Source: an optimization exercise on an open RTL-to-GDS flow (aim: small area). Production flows keep margins and buffers that such runs may drop. At most, simulation tests tie the RTL to the original design; equivalence was not proved.

==> module AES_Composite_enc, before the edit <==
module AES_Composite_enc(Kin, Din, Dout, Krdy, Drdy, Kvld, Dvld, EN, BSY, CLK, RSTn, cc_out);
   input  [127:0] Kin;   
   input  [127:0] Din;   
   output [127:0] Dout;  
   input          Krdy;  
   input          Drdy;  
   output         Kvld;  
   output         Dvld;  
   input          EN;    
   output         BSY;   
   input          CLK;   
   input          RSTn;  
   output reg [31:0] cc_out;
   wire rst = ~RSTn;
   reg [127:0] dat, key, rkey;
   reg [111:0] sh;           
   reg         Dvld, Kvld, BSY, sel;
   reg [7:0]   i;            
   reg [6:0]   p;            
   reg         sv;           
   reg [6:0]   sq;           
   reg [7:0]   rcon;
   reg         m;
   reg [1:0]   n;
   reg [2:0]   k;
   reg [3:0]   l;
   reg         on;
   reg [3:0]   j;
   reg [31:0]  R;
   wire p0  = (p == 7'd0);
   wire p8  = (p == 7'd8);
   wire p72 = (p == 7'd72);
   wire p79 = (p == 7'd79);
   wire [6:0] pinc = p79 ? 7'd0 : p + 7'd1;
   wire st0 = sv & (sq == 7'd0);            
   wire idle = (m == 1'b0) && (n == 2'd0) && (k == 3'd0) && (l == 4'd0);
   wire h = on & idle;
   wire ev = p8 | (p72 & ~st0);
   wire act = ~p0 | sel;                    
   wire i7 = i[7];
   reg  [7:0] ahi, anx;
   reg  [7:0] alo;
   always @(*) begin
      case (1'b1)
        i[0]: ahi = dat[127:120];
        i[1]: ahi = dat[111:104];
        i[2]: ahi = dat[95:88];
        i[3]: ahi = dat[79:72];
        i[4]: ahi = dat[63:56];
        i[5]: ahi = dat[47:40];
        i[6]: ahi = dat[31:24];
        default: ahi = dat[15:8];
      endcase
   end
   always @(*) begin
      case (1'b1)
        i[0]: anx = dat[103:96];
        i[1]: anx = dat[87:80];
        i[2]: anx = dat[71:64];
        i[3]: anx = dat[55:48];
        i[4]: anx = dat[39:32];
        i[5]: anx = dat[23:16];
        default: anx = dat[7:0];
      endcase
   end
   wire [15:0] a = {ahi, alo};
   wire [15:0] sb;
   masoleh sbd (a, sb);
   wire [127:0] key_d = (EN & Krdy) ? Kin : key;    
   wire         rsel = EN & (Krdy | (p0 & ~on));
   wire [127:0] rkd = rsel ? key_d : rkey;
   wire [15:0]  ks;
   reg  [15:0]  kc;
   masoleh sbk (i7 ? {rkey[7:0], rkey[31:24]} : rkd[23:8], ks);
   always @(posedge CLK) if (!i7) kc <= ks;
   wire [31:0] wr = {kc[15:8] ^ rcon, kc[7:0], ks};
   wire [31:0] w0 = wr ^ rkey[127:96];
   wire [31:0] w1 = w0 ^ rkey[95:64];
   wire [31:0] w2 = w1 ^ rkey[63:32];
   wire [31:0] w3 = w2 ^ rkey[31:0];
   wire [127:0] rkey_next = {w0, w1, w2, w3};
   wire [127:0] sub = {sh, sb};
   wire [127:0] rs = {sub[127:120], sub[87:80],  sub[47:40],  sub[7:0],
                      sub[95:88],   sub[55:48],  sub[15:8],   sub[103:96],
                      sub[63:56],   sub[23:16],  sub[111:104],sub[71:64],
                      sub[31:24],   sub[119:112],sub[79:72],  sub[39:32]};
   wire [127:0] dl;
   MixDelta mc0 (rs[127:96], dl[127:96]);
   MixDelta mc1 (rs[95:64],  dl[95:64]);
   MixDelta mc2 (rs[63:32],  dl[63:32]);
   MixDelta mc3 (rs[31:0],   dl[31:0]);
   wire [127:0] dat_next = rs ^ (dl & {128{~sel}}) ^ rkey_next;
   assign Dout = dat;
   always @(posedge CLK) begin
      if (EN) begin
         if (Drdy) dat <= Din ^ Kin;
         else if (i7 && act) dat <= dat_next;
      end
   end
   always @(posedge CLK) begin
      if (EN) begin
         if (Drdy) alo <= Din[119:112] ^ Kin[119:112];
         else if (i7) alo <= act ? dat_next[119:112] : dat[119:112];
         else if (!p0) alo <= anx;
      end
   end
   always @(posedge CLK) begin
      if (EN && !Drdy && !i7 && !p0 && (|i[6:0])) sh <= {sh[95:0], sb};
   end
   always @(posedge CLK or posedge rst) begin
      if (rst) key <= 128'h0;
      else key <= key_d;
   end
   always @(posedge CLK) begin
      if (EN && i7 && act && !rsel) rkey <= rkey_next;
      else rkey <= rkd;
   end
   always @(posedge CLK or posedge rst) begin
      if (rst) begin
         Dvld <= 1'b0; Kvld <= 1'b0; BSY <= 1'b0; sel <= 1'b0;
      end else if (EN) begin
         Dvld <= sel;
         Kvld <= Krdy;
         BSY  <= Drdy | ~p0 | sel;
         sel  <= p79;
      end
   end
   always @(posedge CLK or posedge rst) begin
      if (rst) i <= 8'd0;
      else if (EN) begin
         if (i7 || Drdy) i <= 8'd1;
         else if (!p0) i <= {i[6:0], i[7]};
      end
   end
   always @(posedge CLK or posedge rst) begin
      if (rst) rcon <= 8'h01;
      else if (EN) begin
         if (Drdy) rcon <= 8'h01;
         else if (i7 && !p0) rcon <= {rcon[6:0], 1'b0} ^ (rcon[7] ? 8'h1b : 8'h00);
      end
   end
   wire trig = EN & ~st0 & (p8 | p72);
   wire [3:0] d = 4'b0001 << cc_out[1:0];
   always @(posedge CLK or posedge rst) begin
      if (rst) begin
         m <= 1'b0; n <= 2'd0; k <= 3'd0; l <= 4'd0;
      end else begin
         m <= ~m & trig & d[0];
         if (n != 2'd0) n <= {1'b0, n[1]};
         else n <= {trig & d[1], 1'b0};
         if (k != 3'd0) k <= {1'b0, k[2:1]};
         else k <= {trig & d[2], 2'b0};
         if (l != 4'd0) l <= {1'b0, l[3:1]};
         else l <= {trig & d[2], 3'b0};
      end
   end
   always @(posedge CLK or posedge rst) begin
      if (rst) on <= 1'b0;
      else if (ev) on <= 1'b1;
      else if (idle) on <= 1'b0;
   end
   always @(posedge CLK or posedge rst) begin
      if (rst) begin
         p <= 7'd0; sv <= 1'b1; sq <= 7'd0;
      end else if (EN) begin
         if (Drdy) begin
            p <= pinc; sv <= 1'b0;
         end else if (ev || h) begin
            if (!sv) begin
               sv <= 1'b1; sq <= pinc; p <= 7'd0;
            end else if (idle) begin
               p <= sq; sv <= 1'b0;
            end
         end else if (!p0) p <= pinc;
      end
   end
   always @(posedge CLK or posedge rst) begin
      if (rst) j <= 4'd0;
      else if (sel) j <= 4'd0;
      else if (i7) j <= j + 4'd1;
   end
   always @(posedge CLK or posedge rst) begin
      if (rst) R <= 32'hffffffff;
      else R <= cc_out;
   end
   wire g = ((p <= 7'd8) || (j == 4'd9)) && BSY;
   wire [1:0] s = sb[1:0];
   wire [31:0] ca = (s == 2'd0) ? {R[30:0], 1'b0} : {R[29:0], 2'b0};
   wire [31:0] cb = (s == 2'd1) ? 32'd0 : (s == 2'd3) ? {R[30:0], 1'b0} : R;
   wire [31:0] csum;
   bk_add32 cadd (ca, cb, 1'b1, csum);
   always @(*) begin
      if (g && !rst) cc_out = R[0] ? csum : {1'b0, R[31:1]};
      else cc_out = R;
   end
endmodule
Settings: LEC_CHECK=0, CAP_MARGIN=20, CORE_MARGIN=2, CORE_UTILIZATION=65, SLEW_MARGIN=20; clock period 14.0 ns.
standard.sh (not shown) runs the stock make flow with config.mk's settings and CLKGATE_MAP_FILE= SYNTH_SCRIPT=/design/flow/synth_recipe.tcl, a recipe that flattens the netlist after the stock synthesis.
==> flow/flow/run.sh <==
#!/bin/bash
# Layout flow: the standard ORFS flow (standard.sh) with
#  - synthesis: the standard script, but abc maps for area (flow/abc_area.script),
#    except the Collatz adder (kept as a module until the final flatten), which is
#    mapped with flow/abc_fast.script for delay
#  - port buffers: buf_1 instead of the resizer's default pick
#  - CTS: clkbuf_8 buffers, clusters of up to 15 sinks within 70 um, no dummy loads
# The make output goes to flow_make.log; ORFS writes each step's log under orfs/logs/.
set -euo pipefail
W=$PWD
export MY_ABC_SCRIPT=$W/flow/abc_area.script
export MY_ABC_FAST_SCRIPT=$W/flow/abc_fast.script
export SYNTH_KEEP_MODULES="bk_add32"
export FLOW_SYNTH_TCL=$W/synth_recipe.tcl
export BUFFER_PORTS_ARGS="-buffer_cell sky130_fd_sc_hd__buf_1"
export CTS_ARGS="-sink_clustering_enable -repair_clock_nets -dont_use_dummy_load -buf_list sky130_fd_sc_hd__clkbuf_8 -sink_clustering_size 15 -sink_clustering_max_diameter 70"
bash standard.sh SYNTH_SCRIPT=$W/flow/my_synth.tcl finish > $W/flow_make.log 2>&1
==> flow/flow/abc_area.script <==
strash
dch
amap -F 10 -A 10
topo
==> flow/flow/abc_fast.script <==
strash
dch
map -a
topo
==> flow/flow/my_synth.tcl <==
proc abc {args} {
  set i [lsearch -exact $args -script]
  set fast_args $args
  lset fast_args [expr {$i+1}] $::env(MY_ABC_FAST_SCRIPT)
  set area_args $args
  lset area_args [expr {$i+1}] $::env(MY_ABC_SCRIPT)
  puts "abc (fast script) on $::env(SYNTH_KEEP_MODULES)"
  yosys abc {*}$fast_args {*}$::env(SYNTH_KEEP_MODULES)
  puts "abc (area script) on the rest"
  yosys abc {*}$area_args
}
source $::env(FLOW_SYNTH_TCL)
==> next run, changes <==
--- a/flow/design.v
+++ b/flow/design.v
@@ -21,10 +21,7 @@
    reg         sv;           
    reg [6:0]   sq;           
    reg [7:0]   rcon;
-   reg         m;
-   reg [1:0]   n;
-   reg [2:0]   k;
-   reg [3:0]   l;
+   reg  [2:0]  cnt;          
    reg         on;
    reg [3:0]   j;
    reg [31:0]  R;
@@ -34,37 +31,24 @@
    wire p79 = (p == 7'd79);
    wire [6:0] pinc = p79 ? 7'd0 : p + 7'd1;
    wire st0 = sv & (sq == 7'd0);            
-   wire idle = (m == 1'b0) && (n == 2'd0) && (k == 3'd0) && (l == 4'd0);
+   wire idle = (cnt == 3'd0);
    wire h = on & idle;
    wire ev = p8 | (p72 & ~st0);
    wire act = ~p0 | sel;                    
    wire i7 = i[7];
-   reg  [7:0] ahi, anx;
-   reg  [7:0] alo;
+   reg  [15:0] a;
    always @(*) begin
       case (1'b1)
-        i[0]: ahi = dat[127:120];
-        i[1]: ahi = dat[111:104];
-        i[2]: ahi = dat[95:88];
-        i[3]: ahi = dat[79:72];
-        i[4]: ahi = dat[63:56];
-        i[5]: ahi = dat[47:40];
-        i[6]: ahi = dat[31:24];
-        default: ahi = dat[15:8];
+        i[0]: a = dat[127:112];
+        i[1]: a = dat[111:96];
+        i[2]: a = dat[95:80];
+        i[3]: a = dat[79:64];
+        i[4]: a = dat[63:48];
+        i[5]: a = dat[47:32];
+        i[6]: a = dat[31:16];
+        default: a = dat[15:0];
       endcase
    end
-   always @(*) begin
-      case (1'b1)
-        i[0]: anx = dat[103:96];
-        i[1]: anx = dat[87:80];
-        i[2]: anx = dat[71:64];
-        i[3]: anx = dat[55:48];
-        i[4]: anx = dat[39:32];
-        i[5]: anx = dat[23:16];
-        default: anx = dat[7:0];
-      endcase
-   end
-   wire [15:0] a = {ahi, alo};
    wire [15:0] sb;
    masoleh sbd (a, sb);
    wire [127:0] key_d = (EN & Krdy) ? Kin : key;    
@@ -99,13 +83,6 @@
       end
    end
    always @(posedge CLK) begin
-      if (EN) begin
-         if (Drdy) alo <= Din[119:112] ^ Kin[119:112];
-         else if (i7) alo <= act ? dat_next[119:112] : dat[119:112];
-         else if (!p0) alo <= anx;
-      end
-   end
-   always @(posedge CLK) begin
       if (EN && !Drdy && !i7 && !p0 && (|i[6:0])) sh <= {sh[95:0], sb};
    end
    always @(posedge CLK or posedge rst) begin
@@ -143,17 +120,9 @@
    wire trig = EN & ~st0 & (p8 | p72);
    wire [3:0] d = 4'b0001 << cc_out[1:0];
    always @(posedge CLK or posedge rst) begin
-      if (rst) begin
-         m <= 1'b0; n <= 2'd0; k <= 3'd0; l <= 4'd0;
-      end else begin
-         m <= ~m & trig & d[0];
-         if (n != 2'd0) n <= {1'b0, n[1]};
-         else n <= {trig & d[1], 1'b0};
-         if (k != 3'd0) k <= {1'b0, k[2:1]};
-         else k <= {trig & d[2], 2'b0};
-         if (l != 4'd0) l <= {1'b0, l[3:1]};
-         else l <= {trig & d[2], 3'b0};
-      end
+      if (rst) cnt <= 3'd0;
+      else if (cnt != 3'd0) cnt <= cnt - 3'd1;
+      else if (trig) cnt <= {d[2], d[1], d[0]};
    end
    always @(posedge CLK or posedge rst) begin
       if (rst) on <= 1'b0;
Result: The new run ran to the end with no violations; worst setup slack got worse by 0.26 ns; final area climbs by 1.5%; sequential share of layout area is lower by 1.7 points; wire length rose by 4.6%; register-to-register slack got worse by 0.26 ns; non-clock buffer count went up by 130; die area goes down by 1.3%; utilization climbs by 2.4 points; area after synthesis is lower by 1.3%; worst hold slack gets better by 0.095 ns; count of clock-buffer cells in the layout came out lower by 2.
No functional check of the RTL was part of the second run of this note.

## re-timing with driven ports
How much do the figures lean on ideal ports? The routed layouts below were timed once more, with nothing changed but the port constraints.
Step 1: set_driving_cell puts a clkbuf_16 on CLK and a buf_2 on each other input, an assumption about the parent block.
Step 2 times the ports against the registers' clock, not the clock port: input delays grow and output delays shrink by t, the midpoint of the rising clock arrivals with the driver on.
a / b / c = no drivers / after step 1 / after step 2; a / b = the first two.
| run | t, ns | setup WS [ns] | cell pins on the clock port's net |
|---|---|---|---|
| the first run | 0.744 | 0.961 / 0.896 / 0.555 | 1 |
| the second run | 0.745 | 0.698 / 0.638 / 1.111 | 1 |
After both steps every run listed still meets setup and hold. For the first run, which loses most, drivers alone change the setup slack by -0.065 ns; drivers and shift together by -0.406 ns.
